From an optimization exercise on the open Yosys and OpenROAD flow, aimed at small area, a short achievable clock period and few clock cycles; shortcuts taken in it are not production practice. No functional check of the RTL was part of this run.

## flow/design.v

```verilog
module lfsr(d, n);
input  [8:0] d;
output [8:0] n;
assign n = {d[7:0], d[1] ^ d[2] ^ d[3] ^ d[7]};
endmodule
module beetle_left_antenna(d1, d2, q1, q2, ra, rb);
input [17:0] d1, d2;
input q1, q2;
output [32:0] ra, rb;
wire hs0, hk0;
assign {hk0, hs0} = {1'b0, (d1[0] & d1[6])} + {1'b0, (d1[1] & d1[5])};
wire hs1, hk1;
assign {hk1, hs1} = {1'b0, (d1[0] & d1[4])} + {1'b0, (d1[1] & d1[3])};
wire s0, k0;
assign {k0, s0} = {1'b0, (d1[0] & d1[5])} + {1'b0, (d1[1] & d1[4])} + {1'b0, (d1[3] & ~d1[2])};
wire s1, k1;
assign {k1, s1} = {1'b0, (d1[2] & d1[4])} + {1'b0, (d1[3] & d1[2])} + {1'b0, hs0};
wire [8:0] Alo = {1'b0, k0, hk1, hs1, (d1[0] & d1[3]), (d1[0] & d1[2]), (d1[1] & ~d1[0]), 1'b0, d1[0]} + {1'b0, s1, s0, (d1[2] & d1[1]), (d1[2] & ~d1[1]), (d1[1] & d1[0]), 1'b0, 1'b0, 1'b0};
wire hs2, hk2;
assign {hk2, hs2} = {1'b0, (d2[0] & d2[6])} + {1'b0, (d2[1] & d2[5])};
wire hs3, hk3;
assign {hk3, hs3} = {1'b0, (d2[0] & d2[4])} + {1'b0, (d2[1] & d2[3])};
wire s2, k2;
assign {k2, s2} = {1'b0, (d2[0] & d2[5])} + {1'b0, (d2[1] & d2[4])} + {1'b0, (d2[3] & ~d2[2])};
wire s3, k3;
assign {k3, s3} = {1'b0, (d2[2] & d2[4])} + {1'b0, (d2[3] & d2[2])} + {1'b0, hs2};
wire [8:0] Blo = {1'b0, k2, hk3, hs3, (d2[0] & d2[3]), (d2[0] & d2[2]), (d2[1] & ~d2[0]), 1'b0, d2[0]} + {1'b0, s3, s2, (d2[2] & d2[1]), (d2[2] & ~d2[1]), (d2[1] & d2[0]), 1'b0, 1'b0, 1'b0};
wire hs4, hk4;
assign {hk4, hs4} = {1'b0, (d1[0] & d1[7])} + {1'b0, (d1[1] & d1[6])};
wire hs5, hk5;
assign {hk5, hs5} = {1'b0, (d1[0] & d1[12])} + {1'b0, (d1[1] & d1[11])};
wire s4, k4;
assign {k4, s4} = {1'b0, (d1[0] & d1[13])} + {1'b0, (d1[1] & d1[12])} + {1'b0, (d1[2] & d1[11])};
wire s5, k5;
assign {k5, s5} = {1'b0, (d1[0] & d1[14])} + {1'b0, (d1[1] & d1[13])} + {1'b0, (d1[2] & d1[12])};
wire s6, k6;
assign {k6, s6} = {1'b0, (d1[3] & d1[11])} + {1'b0, (d1[4] & d1[10])} + {1'b0, (d1[5] & d1[9])};
wire s7, k7;
assign {k7, s7} = {1'b0, (d1[0] & d1[15])} + {1'b0, (d1[1] & d1[14])} + {1'b0, (d1[2] & d1[13])};
wire s8, k8;
assign {k8, s8} = {1'b0, (d1[3] & d1[12])} + {1'b0, (d1[4] & d1[11])} + {1'b0, (d1[5] & d1[10])};
wire hs6, hk6;
assign {hk6, hs6} = {1'b0, (d1[6] & d1[9])} + {1'b0, (d1[8] & ~d1[7])};
wire s9, k9;
assign {k9, s9} = {1'b0, (d1[0] & d1[16])} + {1'b0, (d1[1] & d1[15])} + {1'b0, (d1[2] & d1[14])};
wire s10, k10;
assign {k10, s10} = {1'b0, (d1[3] & d1[13])} + {1'b0, (d1[4] & d1[12])} + {1'b0, (d1[5] & d1[11])};
wire s11, k11;
assign {k11, s11} = {1'b0, (d1[6] & d1[10])} + {1'b0, (d1[7] & d1[9])} + {1'b0, (d1[8] & d1[7])};
wire s12, k12;
assign {k12, s12} = {1'b0, (d2[0] & d2[16])} + {1'b0, (d2[1] & d2[15])} + {1'b0, (d2[2] & d2[14])};
wire s13, k13;
assign {k13, s13} = {1'b0, (d1[1] & d1[16])} + {1'b0, (d1[2] & d1[15])} + {1'b0, (d1[3] & d1[14])};
wire s14, k14;
assign {k14, s14} = {1'b0, (d1[4] & d1[13])} + {1'b0, (d1[5] & d1[12])} + {1'b0, (d1[6] & d1[11])};
wire s15, k15;
assign {k15, s15} = {1'b0, (d1[7] & d1[10])} + {1'b0, (d1[9] & ~d1[8])} + {1'b0, ~(d1[17] & d1[0])};
wire s16, k16;
assign {k16, s16} = {1'b0, (d2[1] & d2[16])} + {1'b0, (d2[2] & d2[15])} + {1'b0, (d2[3] & d2[14])};
wire hs7, hk7;
assign {hk7, hs7} = {1'b0, (d2[4] & d2[13])} + {1'b0, (d2[5] & d2[12])};
wire s17, k17;
assign {k17, s17} = {1'b0, 1'b1} + {1'b0, (d1[2] & d1[16])} + {1'b0, (d1[3] & d1[15])};
wire s18, k18;
assign {k18, s18} = {1'b0, (d1[4] & d1[14])} + {1'b0, (d1[5] & d1[13])} + {1'b0, (d1[6] & d1[12])};
wire s19, k19;
assign {k19, s19} = {1'b0, (d1[7] & d1[11])} + {1'b0, (d1[8] & d1[10])} + {1'b0, (d1[9] & d1[8])};
wire s20, k20;
assign {k20, s20} = {1'b0, ~(d1[17] & d1[1])} + {1'b0, (d2[2] & d2[16])} + {1'b0, (d2[3] & d2[15])};
wire s21, k21;
assign {k21, s21} = {1'b0, (d2[4] & d2[14])} + {1'b0, (d2[5] & d2[13])} + {1'b0, (d2[6] & d2[12])};
wire hs8, hk8;
assign {hk8, hs8} = {1'b0, (d2[7] & d2[11])} + {1'b0, (d2[8] & d2[10])};
wire s22, k22;
assign {k22, s22} = {1'b0, (d1[3] & d1[16])} + {1'b0, (d1[4] & d1[15])} + {1'b0, (d1[5] & d1[14])};
wire s23, k23;
assign {k23, s23} = {1'b0, (d1[6] & d1[13])} + {1'b0, (d1[7] & d1[12])} + {1'b0, (d1[8] & d1[11])};
wire s24, k24;
assign {k24, s24} = {1'b0, (d1[10] & ~d1[9])} + {1'b0, ~(d1[17] & d1[2])} + {1'b0, (d2[3] & d2[16])};
wire s25, k25;
assign {k25, s25} = {1'b0, (d2[4] & d2[15])} + {1'b0, (d2[5] & d2[14])} + {1'b0, (d2[6] & d2[13])};
wire hs9, hk9;
assign {hk9, hs9} = {1'b0, (d2[7] & d2[12])} + {1'b0, (d2[8] & d2[11])};
wire s26, k26;
assign {k26, s26} = {1'b0, (d1[4] & d1[16])} + {1'b0, (d1[5] & d1[15])} + {1'b0, (d1[6] & d1[14])};
wire s27, k27;
assign {k27, s27} = {1'b0, (d1[7] & d1[13])} + {1'b0, (d1[8] & d1[12])} + {1'b0, (d1[9] & d1[11])};
wire s28, k28;
assign {k28, s28} = {1'b0, (d1[10] & d1[9])} + {1'b0, ~(d1[17] & d1[3])} + {1'b0, (d2[4] & d2[16])};
wire s29, k29;
assign {k29, s29} = {1'b0, (d2[5] & d2[15])} + {1'b0, (d2[6] & d2[14])} + {1'b0, (d2[7] & d2[13])};
wire s30, k30;
assign {k30, s30} = {1'b0, (d1[5] & d1[16])} + {1'b0, (d1[6] & d1[15])} + {1'b0, (d1[7] & d1[14])};
wire s31, k31;
assign {k31, s31} = {1'b0, (d1[8] & d1[13])} + {1'b0, (d1[9] & d1[12])} + {1'b0, (d1[11] & ~d1[10])};
wire hs10, hk10;
assign {hk10, hs10} = {1'b0, ~(d1[17] & d1[4])} + {1'b0, (d2[5] & d2[16])};
wire s32, k32;
assign {k32, s32} = {1'b0, (d1[6] & d1[16])} + {1'b0, (d1[7] & d1[15])} + {1'b0, (d1[8] & d1[14])};
wire s33, k33;
assign {k33, s33} = {1'b0, (d1[9] & d1[13])} + {1'b0, (d1[10] & d1[12])} + {1'b0, (d1[11] & d1[10])};
wire hs11, hk11;
assign {hk11, hs11} = {1'b0, (d1[7] & d1[16])} + {1'b0, (d1[8] & d1[15])};
wire s34, k34;
assign {k34, s34} = {1'b0, (d1[2] & d1[5])} + {1'b0, (d1[4] & ~d1[3])} + {1'b0, (d2[0] & d2[7])};
wire s35, k35;
assign {k35, s35} = {1'b0, (d2[1] & d2[6])} + {1'b0, (d2[2] & d2[5])} + {1'b0, (d2[4] & ~d2[3])};
wire s36, k36;
assign {k36, s36} = {1'b0, (d1[0] & d1[8])} + {1'b0, (d1[1] & d1[7])} + {1'b0, (d1[2] & d1[6])};
wire s37, k37;
assign {k37, s37} = {1'b0, (d1[3] & d1[5])} + {1'b0, (d1[4] & d1[3])} + {1'b0, (d2[0] & d2[8])};
wire s38, k38;
assign {k38, s38} = {1'b0, (d1[0] & d1[9])} + {1'b0, (d1[1] & d1[8])} + {1'b0, (d1[2] & d1[7])};
wire hs12, hk12;
assign {hk12, hs12} = {1'b0, (d1[3] & d1[6])} + {1'b0, (d1[5] & ~d1[4])};
wire s39, k39;
assign {k39, s39} = {1'b0, (d1[0] & d1[10])} + {1'b0, (d1[1] & d1[9])} + {1'b0, (d1[2] & d1[8])};
wire s40, k40;
assign {k40, s40} = {1'b0, (d1[3] & d1[7])} + {1'b0, (d1[4] & d1[6])} + {1'b0, (d1[5] & d1[4])};
wire hs13, hk13;
assign {hk13, hs13} = {1'b0, (d2[0] & d2[10])} + {1'b0, (d2[1] & d2[9])};
wire s41, k41;
assign {k41, s41} = {1'b0, (d1[0] & d1[11])} + {1'b0, (d1[1] & d1[10])} + {1'b0, (d1[2] & d1[9])};
wire s42, k42;
assign {k42, s42} = {1'b0, (d1[3] & d1[8])} + {1'b0, (d1[4] & d1[7])} + {1'b0, (d1[6] & ~d1[5])};
wire s43, k43;
assign {k43, s43} = {1'b0, (d2[0] & d2[11])} + {1'b0, (d2[1] & d2[10])} + {1'b0, (d2[2] & d2[9])};
wire s44, k44;
assign {k44, s44} = {1'b0, (d1[2] & d1[10])} + {1'b0, (d1[3] & d1[9])} + {1'b0, (d1[4] & d1[8])};
wire s45, k45;
assign {k45, s45} = {1'b0, (d1[5] & d1[7])} + {1'b0, (d1[6] & d1[5])} + {1'b0, (d2[0] & d2[12])};
wire s46, k46;
assign {k46, s46} = {1'b0, (d2[1] & d2[11])} + {1'b0, (d2[2] & d2[10])} + {1'b0, (d2[3] & d2[9])};
wire hs14, hk14;
assign {hk14, hs14} = {1'b0, (d2[4] & d2[8])} + {1'b0, (d2[5] & d2[7])};
wire s47, k47;
assign {k47, s47} = {1'b0, (d1[3] & d1[10])} + {1'b0, (d1[4] & d1[9])} + {1'b0, (d1[5] & d1[8])};
wire s48, k48;
assign {k48, s48} = {1'b0, (d1[7] & ~d1[6])} + {1'b0, (d2[0] & d2[13])} + {1'b0, (d2[1] & d2[12])};
wire s49, k49;
assign {k49, s49} = {1'b0, (d2[2] & d2[11])} + {1'b0, (d2[3] & d2[10])} + {1'b0, (d2[4] & d2[9])};
wire s50, k50;
assign {k50, s50} = {1'b0, (d2[5] & d2[8])} + {1'b0, (d2[7] & ~d2[6])} + {1'b0, hk5};
wire s51, k51;
assign {k51, s51} = {1'b0, (d1[6] & d1[8])} + {1'b0, (d1[7] & d1[6])} + {1'b0, (d2[0] & d2[14])};
wire s52, k52;
assign {k52, s52} = {1'b0, (d2[1] & d2[13])} + {1'b0, (d2[2] & d2[12])} + {1'b0, (d2[3] & d2[11])};
wire s53, k53;
assign {k53, s53} = {1'b0, (d2[4] & d2[10])} + {1'b0, (d2[5] & d2[9])} + {1'b0, (d2[6] & d2[8])};
wire s54, k54;
assign {k54, s54} = {1'b0, (d2[7] & d2[6])} + {1'b0, k4} + {1'b0, s5};
wire s55, k55;
assign {k55, s55} = {1'b0, (d2[0] & d2[15])} + {1'b0, (d2[1] & d2[14])} + {1'b0, (d2[2] & d2[13])};
wire s56, k56;
assign {k56, s56} = {1'b0, (d2[3] & d2[12])} + {1'b0, (d2[4] & d2[11])} + {1'b0, (d2[5] & d2[10])};
wire s57, k57;
assign {k57, s57} = {1'b0, (d2[6] & d2[9])} + {1'b0, (d2[8] & ~d2[7])} + {1'b0, k5};
wire s58, k58;
assign {k58, s58} = {1'b0, k6} + {1'b0, s7} + {1'b0, s8};
wire s59, k59;
assign {k59, s59} = {1'b0, (d2[3] & d2[13])} + {1'b0, (d2[4] & d2[12])} + {1'b0, (d2[5] & d2[11])};
wire s60, k60;
assign {k60, s60} = {1'b0, (d2[6] & d2[10])} + {1'b0, (d2[7] & d2[9])} + {1'b0, (d2[8] & d2[7])};
wire s61, k61;
assign {k61, s61} = {1'b0, k7} + {1'b0, k8} + {1'b0, hk6};
wire s62, k62;
assign {k62, s62} = {1'b0, s9} + {1'b0, s10} + {1'b0, s11};
wire s63, k63;
assign {k63, s63} = {1'b0, (d2[6] & d2[11])} + {1'b0, (d2[7] & d2[10])} + {1'b0, (d2[9] & ~d2[8])};
wire s64, k64;
assign {k64, s64} = {1'b0, ~(d2[17] & d2[0])} + {1'b0, k9} + {1'b0, k10};
wire s65, k65;
assign {k65, s65} = {1'b0, k11} + {1'b0, k12} + {1'b0, s13};
wire s66, k66;
assign {k66, s66} = {1'b0, s14} + {1'b0, s15} + {1'b0, s16};
wire s67, k67;
assign {k67, s67} = {1'b0, (d2[9] & d2[8])} + {1'b0, ~(d2[17] & d2[1])} + {1'b0, k13};
wire s68, k68;
assign {k68, s68} = {1'b0, k14} + {1'b0, k15} + {1'b0, k16};
wire s69, k69;
assign {k69, s69} = {1'b0, hk7} + {1'b0, s17} + {1'b0, s18};
wire s70, k70;
assign {k70, s70} = {1'b0, s19} + {1'b0, s20} + {1'b0, s21};
wire s71, k71;
assign {k71, s71} = {1'b0, (d2[10] & ~d2[9])} + {1'b0, ~(d2[17] & d2[2])} + {1'b0, k17};
wire s72, k72;
assign {k72, s72} = {1'b0, k18} + {1'b0, k19} + {1'b0, k20};
wire s73, k73;
assign {k73, s73} = {1'b0, k21} + {1'b0, hk8} + {1'b0, s22};
wire s74, k74;
assign {k74, s74} = {1'b0, s23} + {1'b0, s24} + {1'b0, s25};
wire s75, k75;
assign {k75, s75} = {1'b0, (d2[8] & d2[12])} + {1'b0, (d2[9] & d2[11])} + {1'b0, (d2[10] & d2[9])};
wire s76, k76;
assign {k76, s76} = {1'b0, ~(d2[17] & d2[3])} + {1'b0, k22} + {1'b0, k23};
wire s77, k77;
assign {k77, s77} = {1'b0, k24} + {1'b0, k25} + {1'b0, hk9};
wire s78, k78;
assign {k78, s78} = {1'b0, s26} + {1'b0, s27} + {1'b0, s28};
wire s79, k79;
assign {k79, s79} = {1'b0, (d2[6] & d2[15])} + {1'b0, (d2[7] & d2[14])} + {1'b0, (d2[8] & d2[13])};
wire s80, k80;
assign {k80, s80} = {1'b0, (d2[9] & d2[12])} + {1'b0, (d2[11] & ~d2[10])} + {1'b0, ~(d2[17] & d2[4])};
wire s81, k81;
assign {k81, s81} = {1'b0, k26} + {1'b0, k27} + {1'b0, k28};
wire s82, k82;
assign {k82, s82} = {1'b0, k29} + {1'b0, s30} + {1'b0, s31};
wire s83, k83;
assign {k83, s83} = {1'b0, ~(d1[17] & d1[5])} + {1'b0, (d2[6] & d2[16])} + {1'b0, (d2[7] & d2[15])};
wire s84, k84;
assign {k84, s84} = {1'b0, (d2[8] & d2[14])} + {1'b0, (d2[9] & d2[13])} + {1'b0, (d2[10] & d2[12])};
wire s85, k85;
assign {k85, s85} = {1'b0, (d2[11] & d2[10])} + {1'b0, ~(d2[17] & d2[5])} + {1'b0, k30};
wire s86, k86;
assign {k86, s86} = {1'b0, k31} + {1'b0, hk10} + {1'b0, s32};
wire s87, k87;
assign {k87, s87} = {1'b0, (d1[9] & d1[14])} + {1'b0, (d1[10] & d1[13])} + {1'b0, (d1[12] & ~d1[11])};
wire s88, k88;
assign {k88, s88} = {1'b0, ~(d1[17] & d1[6])} + {1'b0, (d2[7] & d2[16])} + {1'b0, (d2[8] & d2[15])};
wire s89, k89;
assign {k89, s89} = {1'b0, (d2[9] & d2[14])} + {1'b0, (d2[10] & d2[13])} + {1'b0, (d2[12] & ~d2[11])};
wire s90, k90;
assign {k90, s90} = {1'b0, ~(d2[17] & d2[6])} + {1'b0, k32} + {1'b0, k33};
wire s91, k91;
assign {k91, s91} = {1'b0, (d1[8] & d1[16])} + {1'b0, (d1[9] & d1[15])} + {1'b0, (d1[10] & d1[14])};
wire s92, k92;
assign {k92, s92} = {1'b0, (d1[11] & d1[13])} + {1'b0, (d1[12] & d1[11])} + {1'b0, ~(d1[17] & d1[7])};
wire s93, k93;
assign {k93, s93} = {1'b0, (d2[8] & d2[16])} + {1'b0, (d2[9] & d2[15])} + {1'b0, (d2[10] & d2[14])};
wire s94, k94;
assign {k94, s94} = {1'b0, (d2[11] & d2[13])} + {1'b0, (d2[12] & d2[11])} + {1'b0, ~(d2[17] & d2[7])};
wire s95, k95;
assign {k95, s95} = {1'b0, (d1[9] & d1[16])} + {1'b0, (d1[10] & d1[15])} + {1'b0, (d1[11] & d1[14])};
wire s96, k96;
assign {k96, s96} = {1'b0, (d1[13] & ~d1[12])} + {1'b0, ~(d1[17] & d1[8])} + {1'b0, (d2[9] & d2[16])};
wire hs15, hk15;
assign {hk15, hs15} = {1'b0, (d2[10] & d2[15])} + {1'b0, (d2[11] & d2[14])};
wire s97, k97;
assign {k97, s97} = {1'b0, (d1[10] & d1[16])} + {1'b0, (d1[11] & d1[15])} + {1'b0, (d1[12] & d1[14])};
wire s98, k98;
assign {k98, s98} = {1'b0, (d1[13] & d1[12])} + {1'b0, ~(d1[17] & d1[9])} + {1'b0, (d2[10] & d2[16])};
wire hs16, hk16;
assign {hk16, hs16} = {1'b0, (d1[11] & d1[16])} + {1'b0, (d1[12] & d1[15])};
wire s99, k99;
assign {k99, s99} = {1'b0, hk0} + {1'b0, hk2} + {1'b0, s34};
wire hs17, hk17;
assign {hk17, hs17} = {1'b0, s35} + {1'b0, hs4};
wire s100, k100;
assign {k100, s100} = {1'b0, (d2[1] & d2[7])} + {1'b0, (d2[2] & d2[6])} + {1'b0, (d2[3] & d2[5])};
wire s101, k101;
assign {k101, s101} = {1'b0, (d2[4] & d2[3])} + {1'b0, k34} + {1'b0, k35};
wire hs18, hk18;
assign {hk18, hs18} = {1'b0, hk4} + {1'b0, s36};
wire s102, k102;
assign {k102, s102} = {1'b0, (d2[0] & d2[9])} + {1'b0, (d2[1] & d2[8])} + {1'b0, (d2[2] & d2[7])};
wire s103, k103;
assign {k103, s103} = {1'b0, (d2[3] & d2[6])} + {1'b0, (d2[5] & ~d2[4])} + {1'b0, k36};
wire s104, k104;
assign {k104, s104} = {1'b0, k37} + {1'b0, s38} + {1'b0, hs12};
wire s105, k105;
assign {k105, s105} = {1'b0, (d2[2] & d2[8])} + {1'b0, (d2[3] & d2[7])} + {1'b0, (d2[4] & d2[6])};
wire s106, k106;
assign {k106, s106} = {1'b0, (d2[5] & d2[4])} + {1'b0, k38} + {1'b0, hk12};
wire s107, k107;
assign {k107, s107} = {1'b0, s39} + {1'b0, s40} + {1'b0, hs13};
wire s108, k108;
assign {k108, s108} = {1'b0, (d2[3] & d2[8])} + {1'b0, (d2[4] & d2[7])} + {1'b0, (d2[6] & ~d2[5])};
wire s109, k109;
assign {k109, s109} = {1'b0, k39} + {1'b0, k40} + {1'b0, hk13};
wire s110, k110;
assign {k110, s110} = {1'b0, s41} + {1'b0, s42} + {1'b0, s43};
wire s111, k111;
assign {k111, s111} = {1'b0, (d2[6] & d2[5])} + {1'b0, k41} + {1'b0, k42};
wire s112, k112;
assign {k112, s112} = {1'b0, k43} + {1'b0, s44} + {1'b0, s45};
wire s113, k113;
assign {k113, s113} = {1'b0, s46} + {1'b0, hs14} + {1'b0, hs5};
wire s114, k114;
assign {k114, s114} = {1'b0, k44} + {1'b0, k45} + {1'b0, k46};
wire s115, k115;
assign {k115, s115} = {1'b0, hk14} + {1'b0, s47} + {1'b0, s48};
wire s116, k116;
assign {k116, s116} = {1'b0, s49} + {1'b0, s4} + {1'b0, s50};
wire s117, k117;
assign {k117, s117} = {1'b0, k47} + {1'b0, k48} + {1'b0, k49};
wire s118, k118;
assign {k118, s118} = {1'b0, s51} + {1'b0, s52} + {1'b0, s53};
wire s119, k119;
assign {k119, s119} = {1'b0, s6} + {1'b0, k50} + {1'b0, s54};
wire s120, k120;
assign {k120, s120} = {1'b0, k51} + {1'b0, k52} + {1'b0, k53};
wire s121, k121;
assign {k121, s121} = {1'b0, s55} + {1'b0, s56} + {1'b0, hs6};
wire s122, k122;
assign {k122, s122} = {1'b0, k54} + {1'b0, s57} + {1'b0, s58};
wire s123, k123;
assign {k123, s123} = {1'b0, k55} + {1'b0, k56} + {1'b0, s59};
wire s124, k124;
assign {k124, s124} = {1'b0, s60} + {1'b0, s12} + {1'b0, k57};
wire s125, k125;
assign {k125, s125} = {1'b0, k58} + {1'b0, s61} + {1'b0, s62};
wire s126, k126;
assign {k126, s126} = {1'b0, k59} + {1'b0, k60} + {1'b0, s63};
wire s127, k127;
assign {k127, s127} = {1'b0, hs7} + {1'b0, k61} + {1'b0, k62};
wire s128, k128;
assign {k128, s128} = {1'b0, s64} + {1'b0, s65} + {1'b0, s66};
wire s129, k129;
assign {k129, s129} = {1'b0, k63} + {1'b0, hs8} + {1'b0, k64};
wire s130, k130;
assign {k130, s130} = {1'b0, k65} + {1'b0, k66} + {1'b0, s67};
wire s131, k131;
assign {k131, s131} = {1'b0, s68} + {1'b0, s69} + {1'b0, s70};
wire s132, k132;
assign {k132, s132} = {1'b0, hs9} + {1'b0, k67} + {1'b0, k68};
wire s133, k133;
assign {k133, s133} = {1'b0, k69} + {1'b0, k70} + {1'b0, s71};
wire s134, k134;
assign {k134, s134} = {1'b0, s72} + {1'b0, s73} + {1'b0, s74};
wire s135, k135;
assign {k135, s135} = {1'b0, s75} + {1'b0, s29} + {1'b0, k71};
wire s136, k136;
assign {k136, s136} = {1'b0, k72} + {1'b0, k73} + {1'b0, k74};
wire s137, k137;
assign {k137, s137} = {1'b0, s76} + {1'b0, s77} + {1'b0, s78};
wire s138, k138;
assign {k138, s138} = {1'b0, k75} + {1'b0, s79} + {1'b0, s80};
wire s139, k139;
assign {k139, s139} = {1'b0, hs10} + {1'b0, k76} + {1'b0, k77};
wire s140, k140;
assign {k140, s140} = {1'b0, k78} + {1'b0, s81} + {1'b0, s82};
wire s141, k141;
assign {k141, s141} = {1'b0, k79} + {1'b0, k80} + {1'b0, s83};
wire s142, k142;
assign {k142, s142} = {1'b0, s84} + {1'b0, s33} + {1'b0, k81};
wire s143, k143;
assign {k143, s143} = {1'b0, k82} + {1'b0, s85} + {1'b0, s86};
wire s144, k144;
assign {k144, s144} = {1'b0, k83} + {1'b0, k84} + {1'b0, s87};
wire s145, k145;
assign {k145, s145} = {1'b0, s88} + {1'b0, s89} + {1'b0, hs11};
wire s146, k146;
assign {k146, s146} = {1'b0, k85} + {1'b0, k86} + {1'b0, s90};
wire s147, k147;
assign {k147, s147} = {1'b0, k87} + {1'b0, k88} + {1'b0, k89};
wire s148, k148;
assign {k148, s148} = {1'b0, hk11} + {1'b0, s91} + {1'b0, s92};
wire s149, k149;
assign {k149, s149} = {1'b0, s93} + {1'b0, s94} + {1'b0, k90};
wire s150, k150;
assign {k150, s150} = {1'b0, (d2[13] & ~d2[12])} + {1'b0, ~(d2[17] & d2[8])} + {1'b0, k91};
wire s151, k151;
assign {k151, s151} = {1'b0, k92} + {1'b0, k93} + {1'b0, k94};
wire s152, k152;
assign {k152, s152} = {1'b0, s95} + {1'b0, s96} + {1'b0, hs15};
wire s153, k153;
assign {k153, s153} = {1'b0, (d2[11] & d2[15])} + {1'b0, (d2[12] & d2[14])} + {1'b0, (d2[13] & d2[12])};
wire s154, k154;
assign {k154, s154} = {1'b0, ~(d2[17] & d2[9])} + {1'b0, k95} + {1'b0, k96};
wire s155, k155;
assign {k155, s155} = {1'b0, hk15} + {1'b0, s97} + {1'b0, s98};
wire s156, k156;
assign {k156, s156} = {1'b0, (d1[14] & ~d1[13])} + {1'b0, ~(d1[17] & d1[10])} + {1'b0, (d2[11] & d2[16])};
wire s157, k157;
assign {k157, s157} = {1'b0, (d2[12] & d2[15])} + {1'b0, (d2[14] & ~d2[13])} + {1'b0, ~(d2[17] & d2[10])};
wire s158, k158;
assign {k158, s158} = {1'b0, k97} + {1'b0, k98} + {1'b0, hs16};
wire s159, k159;
assign {k159, s159} = {1'b0, (d1[12] & d1[16])} + {1'b0, (d1[13] & d1[15])} + {1'b0, (d1[14] & d1[13])};
wire s160, k160;
assign {k160, s160} = {1'b0, ~(d1[17] & d1[11])} + {1'b0, (d2[12] & d2[16])} + {1'b0, (d2[13] & d2[15])};
wire s161, k161;
assign {k161, s161} = {1'b0, (d2[14] & d2[13])} + {1'b0, ~(d2[17] & d2[11])} + {1'b0, hk16};
wire s162, k162;
assign {k162, s162} = {1'b0, (d1[13] & d1[16])} + {1'b0, (d1[15] & ~d1[14])} + {1'b0, ~(d1[17] & d1[12])};
wire hs19, hk19;
assign {hk19, hs19} = {1'b0, (d2[13] & d2[16])} + {1'b0, (d2[15] & ~d2[14])};
wire s163, k163;
assign {k163, s163} = {1'b0, (d1[14] & d1[16])} + {1'b0, (d1[15] & d1[14])} + {1'b0, ~(d1[17] & d1[13])};
wire s164, k164;
assign {k164, s164} = {1'b0, k1} + {1'b0, k3} + {1'b0, s99};
wire s165, k165;
assign {k165, s165} = {1'b0, s100} + {1'b0, s37} + {1'b0, k99};
wire hs20, hk20;
assign {hk20, hs20} = {1'b0, hk17} + {1'b0, s101};
wire s166, k166;
assign {k166, s166} = {1'b0, k100} + {1'b0, s102} + {1'b0, k101};
wire s167, k167;
assign {k167, s167} = {1'b0, hk18} + {1'b0, s103} + {1'b0, s104};
wire s168, k168;
assign {k168, s168} = {1'b0, k102} + {1'b0, s105} + {1'b0, k103};
wire s169, k169;
assign {k169, s169} = {1'b0, k104} + {1'b0, s106} + {1'b0, s107};
wire s170, k170;
assign {k170, s170} = {1'b0, k105} + {1'b0, s108} + {1'b0, k106};
wire s171, k171;
assign {k171, s171} = {1'b0, k107} + {1'b0, s109} + {1'b0, s110};
wire s172, k172;
assign {k172, s172} = {1'b0, k108} + {1'b0, k109} + {1'b0, k110};
wire s173, k173;
assign {k173, s173} = {1'b0, s111} + {1'b0, s112} + {1'b0, s113};
wire s174, k174;
assign {k174, s174} = {1'b0, k111} + {1'b0, k112} + {1'b0, k113};
wire s175, k175;
assign {k175, s175} = {1'b0, s114} + {1'b0, s115} + {1'b0, s116};
wire s176, k176;
assign {k176, s176} = {1'b0, k114} + {1'b0, k115} + {1'b0, s117};
wire s177, k177;
assign {k177, s177} = {1'b0, s118} + {1'b0, k116} + {1'b0, s119};
wire s178, k178;
assign {k178, s178} = {1'b0, k117} + {1'b0, k118} + {1'b0, s120};
wire s179, k179;
assign {k179, s179} = {1'b0, s121} + {1'b0, k119} + {1'b0, s122};
wire s180, k180;
assign {k180, s180} = {1'b0, k120} + {1'b0, k121} + {1'b0, s123};
wire s181, k181;
assign {k181, s181} = {1'b0, s124} + {1'b0, k122} + {1'b0, s125};
wire s182, k182;
assign {k182, s182} = {1'b0, k123} + {1'b0, s126} + {1'b0, k124};
wire s183, k183;
assign {k183, s183} = {1'b0, s127} + {1'b0, k125} + {1'b0, s128};
wire s184, k184;
assign {k184, s184} = {1'b0, k126} + {1'b0, k127} + {1'b0, s129};
wire s185, k185;
assign {k185, s185} = {1'b0, s130} + {1'b0, k128} + {1'b0, s131};
wire s186, k186;
assign {k186, s186} = {1'b0, k129} + {1'b0, k130} + {1'b0, s132};
wire s187, k187;
assign {k187, s187} = {1'b0, s133} + {1'b0, k131} + {1'b0, s134};
wire s188, k188;
assign {k188, s188} = {1'b0, k132} + {1'b0, k133} + {1'b0, s135};
wire s189, k189;
assign {k189, s189} = {1'b0, s136} + {1'b0, k134} + {1'b0, s137};
wire s190, k190;
assign {k190, s190} = {1'b0, s138} + {1'b0, k135} + {1'b0, k136};
wire s191, k191;
assign {k191, s191} = {1'b0, s139} + {1'b0, k137} + {1'b0, s140};
wire s192, k192;
assign {k192, s192} = {1'b0, k138} + {1'b0, s141} + {1'b0, k139};
wire s193, k193;
assign {k193, s193} = {1'b0, s142} + {1'b0, k140} + {1'b0, s143};
wire s194, k194;
assign {k194, s194} = {1'b0, k141} + {1'b0, s144} + {1'b0, s145};
wire s195, k195;
assign {k195, s195} = {1'b0, k142} + {1'b0, s146} + {1'b0, k143};
wire s196, k196;
assign {k196, s196} = {1'b0, k144} + {1'b0, k145} + {1'b0, s147};
wire s197, k197;
assign {k197, s197} = {1'b0, s148} + {1'b0, k146} + {1'b0, s149};
wire s198, k198;
assign {k198, s198} = {1'b0, k147} + {1'b0, k148} + {1'b0, s150};
wire s199, k199;
assign {k199, s199} = {1'b0, s151} + {1'b0, s152} + {1'b0, k149};
wire s200, k200;
assign {k200, s200} = {1'b0, s153} + {1'b0, k150} + {1'b0, k151};
wire s201, k201;
assign {k201, s201} = {1'b0, k152} + {1'b0, s154} + {1'b0, s155};
wire s202, k202;
assign {k202, s202} = {1'b0, k153} + {1'b0, s156} + {1'b0, s157};
wire s203, k203;
assign {k203, s203} = {1'b0, k154} + {1'b0, k155} + {1'b0, s158};
wire s204, k204;
assign {k204, s204} = {1'b0, k156} + {1'b0, k157} + {1'b0, s159};
wire s205, k205;
assign {k205, s205} = {1'b0, s160} + {1'b0, k158} + {1'b0, s161};
wire s206, k206;
assign {k206, s206} = {1'b0, ~(d2[17] & d2[12])} + {1'b0, k159} + {1'b0, k160};
wire s207, k207;
assign {k207, s207} = {1'b0, s162} + {1'b0, hs19} + {1'b0, k161};
wire s208, k208;
assign {k208, s208} = {1'b0, (d2[14] & d2[16])} + {1'b0, (d2[15] & d2[14])} + {1'b0, ~(d2[17] & d2[13])};
wire s209, k209;
assign {k209, s209} = {1'b0, k162} + {1'b0, hk19} + {1'b0, s163};
wire s210, k210;
assign {k210, s210} = {1'b0, (d1[16] & ~d1[15])} + {1'b0, ~(d1[17] & d1[14])} + {1'b0, (d2[16] & ~d2[15])};
wire hs21, hk21;
assign {hk21, hs21} = {1'b0, ~(d2[17] & d2[14])} + {1'b0, k163};
wire s211, k211;
assign {k211, s211} = {1'b0, (d1[16] & d1[15])} + {1'b0, ~(d1[17] & d1[15])} + {1'b0, (d2[16] & d2[15])};
wire s212, k212;
assign {k212, s212} = {1'b0, ~(d2[17] & d2[15])} + {1'b0, (q1 & d1[0])} + {1'b0, (q2 & d2[0])};
wire s213, k213;
assign {k213, s213} = {1'b0, d1[17]} + {1'b0, d2[17]} + {1'b0, ~(d1[17] & d1[16])};
wire s214, k214;
assign {k214, s214} = {1'b0, ~(d2[17] & d2[16])} + {1'b0, (q1 & d1[1])} + {1'b0, (q2 & d2[1])};
wire hs22, hk22;
assign {hk22, hs22} = {1'b0, hs17} + {1'b0, s164};
wire s215, k215;
assign {k215, s215} = {1'b0, hs18} + {1'b0, s165} + {1'b0, hs20};
wire s216, k216;
assign {k216, s216} = {1'b0, k165} + {1'b0, hk20} + {1'b0, s166};
wire s217, k217;
assign {k217, s217} = {1'b0, k166} + {1'b0, s168} + {1'b0, k167};
wire s218, k218;
assign {k218, s218} = {1'b0, k168} + {1'b0, s170} + {1'b0, k169};
wire s219, k219;
assign {k219, s219} = {1'b0, k170} + {1'b0, s172} + {1'b0, k171};
wire s220, k220;
assign {k220, s220} = {1'b0, k172} + {1'b0, s174} + {1'b0, k173};
wire s221, k221;
assign {k221, s221} = {1'b0, k174} + {1'b0, s176} + {1'b0, k175};
wire s222, k222;
assign {k222, s222} = {1'b0, k176} + {1'b0, s178} + {1'b0, k177};
wire s223, k223;
assign {k223, s223} = {1'b0, k178} + {1'b0, s180} + {1'b0, k179};
wire s224, k224;
assign {k224, s224} = {1'b0, k180} + {1'b0, s182} + {1'b0, k181};
wire s225, k225;
assign {k225, s225} = {1'b0, k182} + {1'b0, s184} + {1'b0, k183};
wire s226, k226;
assign {k226, s226} = {1'b0, k184} + {1'b0, s186} + {1'b0, k185};
wire s227, k227;
assign {k227, s227} = {1'b0, k186} + {1'b0, s188} + {1'b0, k187};
wire s228, k228;
assign {k228, s228} = {1'b0, k188} + {1'b0, s190} + {1'b0, k189};
wire s229, k229;
assign {k229, s229} = {1'b0, k190} + {1'b0, s192} + {1'b0, k191};
wire s230, k230;
assign {k230, s230} = {1'b0, s194} + {1'b0, k192} + {1'b0, k193};
wire s231, k231;
assign {k231, s231} = {1'b0, s196} + {1'b0, k194} + {1'b0, k195};
wire s232, k232;
assign {k232, s232} = {1'b0, k196} + {1'b0, s198} + {1'b0, s199};
wire s233, k233;
assign {k233, s233} = {1'b0, k198} + {1'b0, s200} + {1'b0, s201};
wire s234, k234;
assign {k234, s234} = {1'b0, s202} + {1'b0, k200} + {1'b0, k201};
wire s235, k235;
assign {k235, s235} = {1'b0, k202} + {1'b0, s204} + {1'b0, s205};
wire s236, k236;
assign {k236, s236} = {1'b0, k204} + {1'b0, s206} + {1'b0, k205};
wire s237, k237;
assign {k237, s237} = {1'b0, s208} + {1'b0, k206} + {1'b0, s209};
wire s238, k238;
assign {k238, s238} = {1'b0, k208} + {1'b0, s210} + {1'b0, k209};
wire s239, k239;
assign {k239, s239} = {1'b0, k210} + {1'b0, s211} + {1'b0, s212};
wire s240, k240;
assign {k240, s240} = {1'b0, k211} + {1'b0, s213} + {1'b0, k212};
wire s241, k241;
assign {k241, s241} = {1'b0, (q1 & d1[2])} + {1'b0, (q2 & d2[2])} + {1'b0, k213};
wire hs23, hk23;
assign {hk23, hs23} = {1'b0, 1'b1} + {1'b0, (q1 & d1[3])};
wire hs24, hk24;
assign {hk24, hs24} = {1'b0, 1'b1} + {1'b0, (q1 & d1[4])};
wire hs25, hk25;
assign {hk25, hs25} = {1'b0, 1'b1} + {1'b0, (q1 & d1[5])};
wire hs26, hk26;
assign {hk26, hs26} = {1'b0, 1'b1} + {1'b0, (q1 & d1[6])};
wire hs27, hk27;
assign {hk27, hs27} = {1'b0, Alo[8]} + {1'b0, Blo[8]};
wire s242, k242;
assign {k242, s242} = {1'b0, k164} + {1'b0, hk22} + {1'b0, s215};
wire s243, k243;
assign {k243, s243} = {1'b0, s167} + {1'b0, k215} + {1'b0, s216};
wire s244, k244;
assign {k244, s244} = {1'b0, s169} + {1'b0, k216} + {1'b0, s217};
wire s245, k245;
assign {k245, s245} = {1'b0, s171} + {1'b0, k217} + {1'b0, s218};
wire s246, k246;
assign {k246, s246} = {1'b0, s173} + {1'b0, k218} + {1'b0, s219};
wire s247, k247;
assign {k247, s247} = {1'b0, k219} + {1'b0, s175} + {1'b0, s220};
wire s248, k248;
assign {k248, s248} = {1'b0, k220} + {1'b0, s177} + {1'b0, s221};
wire s249, k249;
assign {k249, s249} = {1'b0, s179} + {1'b0, k221} + {1'b0, s222};
wire s250, k250;
assign {k250, s250} = {1'b0, s181} + {1'b0, k222} + {1'b0, s223};
wire s251, k251;
assign {k251, s251} = {1'b0, s183} + {1'b0, k223} + {1'b0, s224};
wire s252, k252;
assign {k252, s252} = {1'b0, s185} + {1'b0, k224} + {1'b0, s225};
wire s253, k253;
assign {k253, s253} = {1'b0, s187} + {1'b0, k225} + {1'b0, s226};
wire s254, k254;
assign {k254, s254} = {1'b0, s189} + {1'b0, k226} + {1'b0, s227};
wire s255, k255;
assign {k255, s255} = {1'b0, s191} + {1'b0, k227} + {1'b0, s228};
wire s256, k256;
assign {k256, s256} = {1'b0, s193} + {1'b0, k228} + {1'b0, s229};
wire s257, k257;
assign {k257, s257} = {1'b0, s195} + {1'b0, k229} + {1'b0, s230};
wire s258, k258;
assign {k258, s258} = {1'b0, s197} + {1'b0, k230} + {1'b0, s231};
wire s259, k259;
assign {k259, s259} = {1'b0, k197} + {1'b0, k231} + {1'b0, s232};
wire s260, k260;
assign {k260, s260} = {1'b0, k199} + {1'b0, s233} + {1'b0, k232};
wire s261, k261;
assign {k261, s261} = {1'b0, s203} + {1'b0, k233} + {1'b0, s234};
wire s262, k262;
assign {k262, s262} = {1'b0, k203} + {1'b0, k234} + {1'b0, s235};
wire s263, k263;
assign {k263, s263} = {1'b0, s207} + {1'b0, s236} + {1'b0, k235};
wire s264, k264;
assign {k264, s264} = {1'b0, k207} + {1'b0, s237} + {1'b0, k236};
wire s265, k265;
assign {k265, s265} = {1'b0, hs21} + {1'b0, s238} + {1'b0, k237};
wire s266, k266;
assign {k266, s266} = {1'b0, hk21} + {1'b0, s239} + {1'b0, k238};
wire s267, k267;
assign {k267, s267} = {1'b0, s214} + {1'b0, k239} + {1'b0, s240};
wire s268, k268;
assign {k268, s268} = {1'b0, k214} + {1'b0, s241} + {1'b0, k240};
wire s269, k269;
assign {k269, s269} = {1'b0, (q2 & d2[3])} + {1'b0, hs23} + {1'b0, k241};
wire s270, k270;
assign {k270, s270} = {1'b0, (q2 & d2[4])} + {1'b0, hk23} + {1'b0, hs24};
wire s271, k271;
assign {k271, s271} = {1'b0, (q2 & d2[5])} + {1'b0, hk24} + {1'b0, hs25};
wire s272, k272;
assign {k272, s272} = {1'b0, (q2 & d2[6])} + {1'b0, hk25} + {1'b0, hs26};
wire hs28, hk28;
assign {hk28, hs28} = {1'b0, 1'b1} + {1'b0, hk26};
assign ra = {k272, k271, k270, k269, k268, k267, k266, k265, k264, k263, k262, k261, k260, k259, k258, k257, k256, k255, k254, k253, k252, k251, k250, k249, k248, k247, k246, k245, k244, k243, k242, hk27, hs27};
assign rb = {hs28, s272, s271, s270, s269, s268, s267, s266, s265, s264, s263, s262, s261, s260, s259, s258, s257, s256, s255, s254, s253, s252, s251, s250, s249, s248, s247, s246, s245, s244, s243, s242, hs22};
endmodule
module beetle_compare(al, bl, ar, br, gt);
input [32:0] al, bl, ar, br;
output gt;
wire [31:0] a = {~al[31], al[30:0]};
wire [31:0] b = bl[31:0];
wire [31:0] c = ~{~ar[31], ar[30:0]};
wire [31:0] e = ~br[31:0];
wire [32:0] tl = {1'b0, a} + {1'b0, b};
wire [32:0] tr = {1'b0, ~c} + {1'b0, br[31:0]};
wire [31:0] x1 = a ^ b;
wire [31:0] x2 = c ^ e;
wire [31:0] x = x1 ^ x2;
wire [31:0] co;
wire [31:0] ci = {co[30:0], 1'b1};
genvar i;
generate for (i = 0; i < 32; i = i + 1) begin : cmp4
  assign co[i] = x1[i] ? c[i] : a[i];
end endgenerate
wire [31:0] xs = x ^ ci;
wire [31:0] xk = {x[30:0] & ci[30:0] | ~x[30:0] & e[30:0], 1'b0};
wire k31 = x[31] ? ci[31] : e[31];
wire [32:0] ts = {1'b0, xs} + {1'b0, xk};
assign gt = ~(ts[32] ^ k31 ^ co[31] ^ tl[32] ^ tr[32]);
endmodule
module beetle_right_antenna(dir, sense, step);
input  signed [8:0]  dir;
input         [12:0] sense;
output signed [13:0] step;
wire signed [13:0] s = {1'b0, sense};
wire signed [22:0] p = dir * s;
assign step = p[21:8];
endmodule
module beetle_position(mx, my, nx, ny, d1, d2, q1, q2);
parameter NB = 0;
input  [15:0] mx, my;
input  signed [13:0] nx, ny;
output [17:0] d1, d2;
output q1, q2;
wire [15:0] fx = {{2{nx[13]}}, nx};
wire [15:0] fy = {{2{ny[13]}}, ny};
wire [15:0] ax = NB ? mx - fx : mx + fx;
wire [15:0] ay = NB ? my - fy : my + fy;
assign d1 = {2'b00, ax} + {ay[15], ay, 1'b0} - 18'd1792;
assign d2 = {ax[15], ax, 1'b0} + {2'b00, ay} - 18'd1280;
assign q1 = ay[15];
assign q2 = ax[15];
endmodule
module bas(clock,reset,load, seed_x,seed_y,iterations,x,y,x_extreme,y_extreme,out_value,done );
    input clock,reset,load;
    input [8:0] seed_x,seed_y;
    input [8:0] iterations;
    input [15:0] x,y;
    output signed [15:0] x_extreme,y_extreme;
    output signed [39:0] out_value;
    output reg done;
    reg [15:0] x_curr, y_curr;           
    reg signed [13:0] step_x, step_y;    
    reg signed [13:0] step_nx, step_ny;  
    reg [17:0] dl1, dl2, dr1, dr2;       
    reg ql1, ql2, qr1, qr2;              
    reg [32:0] value_curr;               
    reg [8:0] dir_x, dir_y;              
    reg [12:0] sense;                    
    reg [9:0] remain;
    reg run;
    reg first;                           
    reg [15:0] x_best, y_best;
    reg [32:0] value_best;
    reg value_init;                      
    wire [32:0] al, bl, ar, br;
    beetle_left_antenna ol(dl1, dl2, ql1, ql2, al, bl);
    beetle_left_antenna or_(dr1, dr2, qr1, qr2, ar, br);
    wire go_right;
    beetle_compare cmp(al, bl, ar, br, go_right);
    wire [32:0] odour_l = al + bl;
    wire [32:0] odour_r = ar + br;
    wire [15:0] x_l = x_curr + {{2{step_x[13]}}, step_x};
    wire [15:0] y_l = y_curr + {{2{step_y[13]}}, step_y};
    wire [15:0] x_r = x_curr - {{2{step_x[13]}}, step_x};
    wire [15:0] y_r = y_curr - {{2{step_y[13]}}, step_y};
    wire [17:0] ell1, ell2, elr1, elr2, erl1, erl2, err1, err2;
    wire qll1, qll2, qlr1, qlr2, qrl1, qrl2, qrr1, qrr2;
    beetle_position #(0) pll(x_l, y_l, step_nx, step_ny, ell1, ell2, qll1, qll2);
    beetle_position #(1) plr(x_l, y_l, step_nx, step_ny, elr1, elr2, qlr1, qlr2);
    beetle_position #(0) prl(x_r, y_r, step_nx, step_ny, erl1, erl2, qrl1, qrl2);
    beetle_position #(1) prr(x_r, y_r, step_nx, step_ny, err1, err2, qrr1, qrr2);
    wire signed [13:0] mul_x, mul_y;
    beetle_right_antenna mulx(dir_x, sense, mul_x);
    beetle_right_antenna muly(dir_y, sense, mul_y);
    wire [8:0] dir_x_n, dir_y_n;
    lfsr lx(dir_x, dir_x_n);
    lfsr ly(dir_y, dir_y_n);
    assign x_extreme = x_best;
    assign y_extreme = y_best;
    assign out_value = {4'b0, {3{value_init}}, value_best};
    always @(posedge clock) begin
        if (reset) begin
            x_curr <= x;
            y_curr <= y;
            dl1 <= 18'd0;
            dl2 <= 18'd0;
            dr1 <= 18'd0;
            dr2 <= 18'd0;
            ql1 <= 1'b0;
            ql2 <= 1'b0;
            qr1 <= 1'b0;
            qr2 <= 1'b0;
            step_x <= 14'd0;
            step_y <= 14'd0;
            step_nx <= 14'd0;
            step_ny <= 14'd0;
            dir_x <= 9'd0;
            dir_y <= 9'd0;
        end else begin
            if (go_right) begin
                x_curr <= x_r;
                y_curr <= y_r;
                dl1 <= erl1;
                dl2 <= erl2;
                dr1 <= err1;
                dr2 <= err2;
                ql1 <= qrl1;
                ql2 <= qrl2;
                qr1 <= qrr1;
                qr2 <= qrr2;
            end else begin
                x_curr <= x_l;
                y_curr <= y_l;
                dl1 <= ell1;
                dl2 <= ell2;
                dr1 <= elr1;
                dr2 <= elr2;
                ql1 <= qll1;
                ql2 <= qll2;
                qr1 <= qlr1;
                qr2 <= qlr2;
            end
            step_x <= step_nx;
            step_y <= step_ny;
            step_nx <= mul_x;
            step_ny <= mul_y;
            if (load) begin
                dir_x <= seed_x;
                dir_y <= seed_y;
            end else begin
                dir_x <= dir_x_n;
                dir_y <= dir_y_n;
            end
        end
        value_curr <= go_right ? odour_r : odour_l;
        if (reset | load)
            sense <= 13'd6400;
        else
            sense <= sense - {8'd0, sense[12:8]} - {12'd0, sense[7:0] != 8'd0};
        if (reset) begin
            run <= 1'b0;
            done <= 1'b0;
            x_best <= 16'd0;
            y_best <= 16'd0;
            value_best <= {33{1'b1}};
            value_init <= 1'b1;
        end else if (load) begin
            remain <= {1'b0, iterations} + 10'd1;
            first <= 1'b1;
            run <= iterations != 9'd0;
            done <= iterations == 9'd0;
        end else if (run) begin
            remain <= remain - 10'd1;
            first <= 1'b0;
            if (remain == 10'd0) begin
                run <= 1'b0;
                done <= 1'b1;
            end
            if (!first && value_curr < value_best) begin
                x_best <= x_curr;
                y_best <= y_curr;
                value_best <= value_curr;
                value_init <= 1'b0;
            end
        end
    end
endmodule
```

## flow/flow/run.sh

```bash
#!/bin/bash
# The standard layout, with timing repair aiming for 20 ns of setup slack
# at the design's clock period (over-fixing, as SETUP_SLACK_MARGIN does).
set -euo pipefail
bash standard.sh SETUP_SLACK_MARGIN=20 finish > orfs_make.log 2>&1
```

## flow/standard.sh

```bash
#!/bin/bash
# synth_recipe.tcl (not shown) runs the flow's synth.tcl, then flattens the netlist and writes it again
# the make line also repeats each setting of config.mk as NAME=value (left out here)
make -C /OpenROAD-flow-scripts/flow DESIGN_CONFIG=/design/flow/config.mk WORK_HOME=/design/flow/orfs CLKGATE_MAP_FILE= SYNTH_SCRIPT=/design/flow/synth_recipe.tcl "${@:-finish}"
```

## flow/config.mk

```make
export PLATFORM = sky130hd
export DESIGN_NAME = bas
export DESIGN_NICKNAME = bas
export VERILOG_FILES = /design/flow/design.v
export SDC_FILE = /design/flow/constraint.sdc
export NUM_CORES = 8
export LEC_CHECK = 0
export CAP_MARGIN = 20
export CORE_MARGIN = 2
export CORE_UTILIZATION = 45
export SLEW_MARGIN = 20
```

## flow/constraint.sdc

```tcl
create_clock -name core_clock -period 27.0 [get_ports {clock}]
set_input_delay 5.4000 -clock core_clock [delete_from_list [all_inputs] [get_ports {clock}]]
set_output_delay 5.4000 -clock core_clock [all_outputs]
set_load 0.01 [all_outputs]
```

==> run summary <==
final cells by class:
cell class,count,area (um^2),area share (%)
Antenna cell,3,7.51,0.0115
Sequential cell,307,6470,9.95
Multi-Input combinational cell,4959,46900,72.2
Clock buffer,51,1180,1.81
Timing Repair Buffer,361,4340,6.67
Tap cell,1637,2050,3.15
Inverter,980,3680,5.66
Clock inverter,29,377,0.579
metal layers:
metal  vias to the layer above  GRT usage [%]  routed length (um)
met5                         -              0                  23
met4                         4           9.77                7680
met3                       297           3.14               11400
met2                      1379           45.9               82400
met1                     22200           36.0               75600
li1                      21100              -                   -
sequential cells by signal (all words and copies together) (netlist names), 18 cells and up:
register / count
dl1: 18
dr1: 18
dl2: 18
value_curr: 33
value_best: 33
dr2: 18
cell usage after synthesis, types with 6 or more instances:
| master | number |
|---|---|
| edfxtp_1 | 11 |
| xnor2_1 | 328 |
| a211oi_1 | 23 |
| nor4_1 | 24 |
| dfxtp_1 | 296 |
| xor2_1 | 102 |
| o21bai_1 | 81 |
| nand4_1 | 15 |
| o2111ai_1 | 6 |
| o21ai_0 | 112 |
| a31o_2 | 13 |
| nand2_1 | 611 |
| buf_4 | 12 |
| o21ai_1 | 45 |
| nand2b_1 | 140 |
| buf_2 | 28 |
| a211o_1 | 9 |
| mux2i_1 | 143 |
| o31a_1 | 12 |
| inv_1 | 979 |
| nor3_1 | 63 |
| or3_1 | 26 |
| clkbuf_1 | 242 |
| nor2b_1 | 95 |
| nand3_1 | 50 |
| a21o_1 | 108 |
| or2_2 | 14 |
| a21oi_1 | 359 |
| nor2_1 | 344 |
| o31ai_1 | 27 |
| o311ai_0 | 6 |
| and3_1 | 21 |
| o41ai_1 | 18 |
| nand3b_1 | 11 |
| ha_1 | 734 |
| mux2_2 | 12 |
| buf_1 | 9 |
| a31oi_1 | 25 |
| a2111oi_0 | 14 |
| o21a_1 | 38 |
| and2_1 | 521 |
| fa_1 | 720 |
| o211ai_1 | 11 |
metrics by stage:
step                area, um^2  instances  setup WS [ps]  utilization [%]
finish                   65000       8327          19390             52.7
global route             65000       8325          19160             52.7
CTS                      62700       8227          19390             50.8
detailed placement       58800       8052          17490             47.7
global placement         58800       8052          17540             47.7
floorplan                56700       6537          19930                -
kinds of logic (layout without fill, tap and decap cells):
group / count (synthesis) / count (layout) / synth area share (%)
compound gates: 955 / 955 / 10.8
mux: 156 / 156 / 2.82
flops: 307 / 307 / 11.2
buf+inv: 1271 / 1421 / 8.68
simple gates: 1956 / 1956 / 17.5
other cells: 1 / 7 / 0.00671
xor+xnor: 434 / 434 / 6.87
fa+ha+maj: 1454 / 1454 / 42.2
critical path: cells and delay by family (launching register included):
kind | cells | cell delay, ps
compound gates | 4 | 780
flops | 1 | 330
buf+inv | 9 | 1210
fa+ha+maj | 8 | 3360
xor+xnor | 3 | 440
mux | 1 | 330
simple gates | 5 | 1010
timing repair:
action | CTS | global route
gates resized for setup | 332 | 340
buffers inserted | 70 | 85
endpoints found under the setup margin | 231 | 213
hold endpoints to repair | 0 | 0
pin swaps | 68 | 144
gates cloned | 25 | 12
placed cells by master, fill, tap and decap left out, types with 43 or more instances in the layout:
| master | instances |
|---|---|
| clkbuf_16 | 55 |
| clkdlybuf4s50_1 | 90 |
| xor2_1 | 97 |
| nor3_1 | 62 |
| nand2b_1 | 138 |
| xnor2_1 | 310 |
| a21o_1 | 108 |
| buf_4 | 117 |
| nor2_1 | 334 |
| nand3_1 | 49 |
| mux2i_1 | 129 |
| and2_1 | 501 |
| ha_1 | 699 |
| o21ai_0 | 105 |
| inv_1 | 959 |
| a21oi_1 | 298 |
| o21bai_1 | 81 |
| fa_1 | 662 |
| dfxtp_1 | 236 |
| nand2_1 | 554 |
| o21ai_1 | 43 |
| fa_2 | 58 |
| a21oi_2 | 46 |
| dfxtp_4 | 56 |
| nor2b_1 | 94 |
worst min-delay path by stage:
stage | from | end | slack (ps)
detailed placement | x_best[7]$_SDFFE_PP0P_ | x_best[7]$_SDFFE_PP0P_ | 460
global placement | x_best[14]$_SDFFE_PP0P_ | x_best[14]$_SDFFE_PP0P_ | 460
finish | y_best[6]$_SDFFE_PP0P_ | y_best[6]$_SDFFE_PP0P_ | 470
CTS | y_best[6]$_SDFFE_PP0P_ | y_best[6]$_SDFFE_PP0P_ | 480
global route | y_best[6]$_SDFFE_PP0P_ | y_best[6]$_SDFFE_PP0P_ | 490
floorplan | x_curr[15]$_DFF_P_ | x_best[15]$_SDFFE_PP0P_ | 460
==> run summary <==
- CP Class: reg2reg
- Upper clock frequency limit: 131 MHz
- Maximum number of pins on one net before global-route repair: 93
- Capture instance of the worst register-to-register path: value_curr[24]$_DFF_P_
- Residual antenna-violating net count after detailed routing: 0
- Result of the run: complete, no violations
- Maximum level of the CTS H-tree: 2
- Hold/Removal Path Class: reg2reg
- Number of detailed-routing iterations run before antenna repair: 6
- Yosys cell types: 79
- Number of enable flip-flop cells after synthesis: 11
- Per-cell routed wire length: 21.3 um
- Width of the chip: 356 um
- Clock network latency to the later pin of the worst-skew pair: 660 ps
- Sinks on Clock Net: 307
- Total gr overflow: 0
- Category of the worst setup path launch point: register
- Final routed DRC violation total: 0
- Cell depth of the worst min-delay path: 2
- Buffers on Ports: 130
- RD Place Congestion: 0.942
- Tightest Pin Transition: 1260 ps
- Inserted Clock Buffers: 43
- Leading area contributor after synthesis: fa_1
- RSZ-0062 raised after global routing: yes
- Core box area: 123000 um^2
- Share of synthesized registers carrying an async set or reset: 0%
- Worst path slowest cell: fa_2
- Number of cell instances on the worst register-to-register path: 30
- Dpl hpwl: 129000 um
- Cell types occupying the most area after synthesis: fa_1 (26%), ha_1 (16%), dfxtp_1 (11%)
- Final count of negative-setup-slack endpoints: 0
- Fraction of synthesized cell area taken by the top area cell type: 25.8%
- Maximum capacitance violations: 0
- FP Rows: 129
- Critical path arrival: 8160 ps
- Wire length of the first global-routing pass: 267000 um
- Worst r2r src: dr2[5]$_SDFF_PP0_
- Worst hold margin: 471 ps
- Fin crit share: 28.2%
- DRC marker count from the first detailed-route iteration: 3255
- WP data required: 27550 ps
- Maximum fanout along the worst path: 20
- Number of filler cells placed in the layout: 11400
- Number of buffers inserted for hold repair after clock tree synthesis: 0
- Flip-flop and latch count after synthesis: 307
- Most used flip-flop cell after synthesis: dfxtp_1
- Die outline area: 127000 um^2
- Clock Path Buffers: 3
- Die Ht: 356 um
- Critical path startpoint: dr2[5]$_SDFF_PP0_
- Global Route Usage Sum: 27.2%
- Total negative slack for setup checks: 0 ps
- Mapped Area: 55900 um^2
- Critical path capture point type: register
- Setup slack, reg-to-reg: 19390 ps
- Share of synthesized area occupied by flip-flops and latches: 11.2%
- Minimum clock period: 7610 ps
- Max-slew violations: 0
- Final hold violations: 0
- Effective utilization at floorplan: 45.3%
- Share of final-layout standard cells stronger than drive strength 1: 11.3%
- Yosys warnings: 1
- Count of mapped cells out of synthesis: 6534
- Ports placed on the boundary: 135
- Delay of the slowest cell on the worst path: 610 ps
- Endpoint of the worst setup timing path: value_curr[24]$_DFF_P_
- CTS tree: yes
- Root buffer cell: clkbuf_16
- Clock-pin slew on the worst setup and hold paths: 60 ps
- Final nets: 8168
- Worst setup skew after layout: 62.0 ps
- Antenna violations before repair: 8
- Post-Syn Area per Cell: 8.56 um^2
- Worst slew slack as a fraction of its limit: 15.7%
- Area Overhead vs Synth: 16.3%
- Routed vias: 45000
- Vias per Instance: 5.40
- Via count of the first global-routing pass: 45700
- Final wirelength: 177000 um

==> static timing again, ports no longer ideal <==
Ports are ideal in the flow. The routed layout listed here was re-timed in OpenROAD. Step 1 (the two cells are an assumption about what drives the block):
set clk [get_ports {clock}]
set_driving_cell -lib_cell sky130_fd_sc_hd__clkbuf_16 $clk
set_driving_cell -lib_cell sky130_fd_sc_hd__buf_2 [delete_from_list [all_inputs] $clk]
Step 2, shift: input delay + t, output delay - t, t = (earliest + latest rising clock arrival at the registers) / 2. This alone moves slack from input paths to output paths. a / b / c = ideal ports / drivers / drivers and shift; a / b = the first two.
t, ns: 0.705
setup slack, ns: 19.389 / 19.389 / 19.389
hold WS [ns]: 0.471 / 0.471 / 0.471
latest minus earliest clock arrival (ns): 0.063 / 0.064
worst data-port slew with drivers (ns): 0.05
After both steps this run still meets setup and hold. For this run, drivers alone change the setup slack by 0.000 ns; drivers and shift together by 0.000 ns.
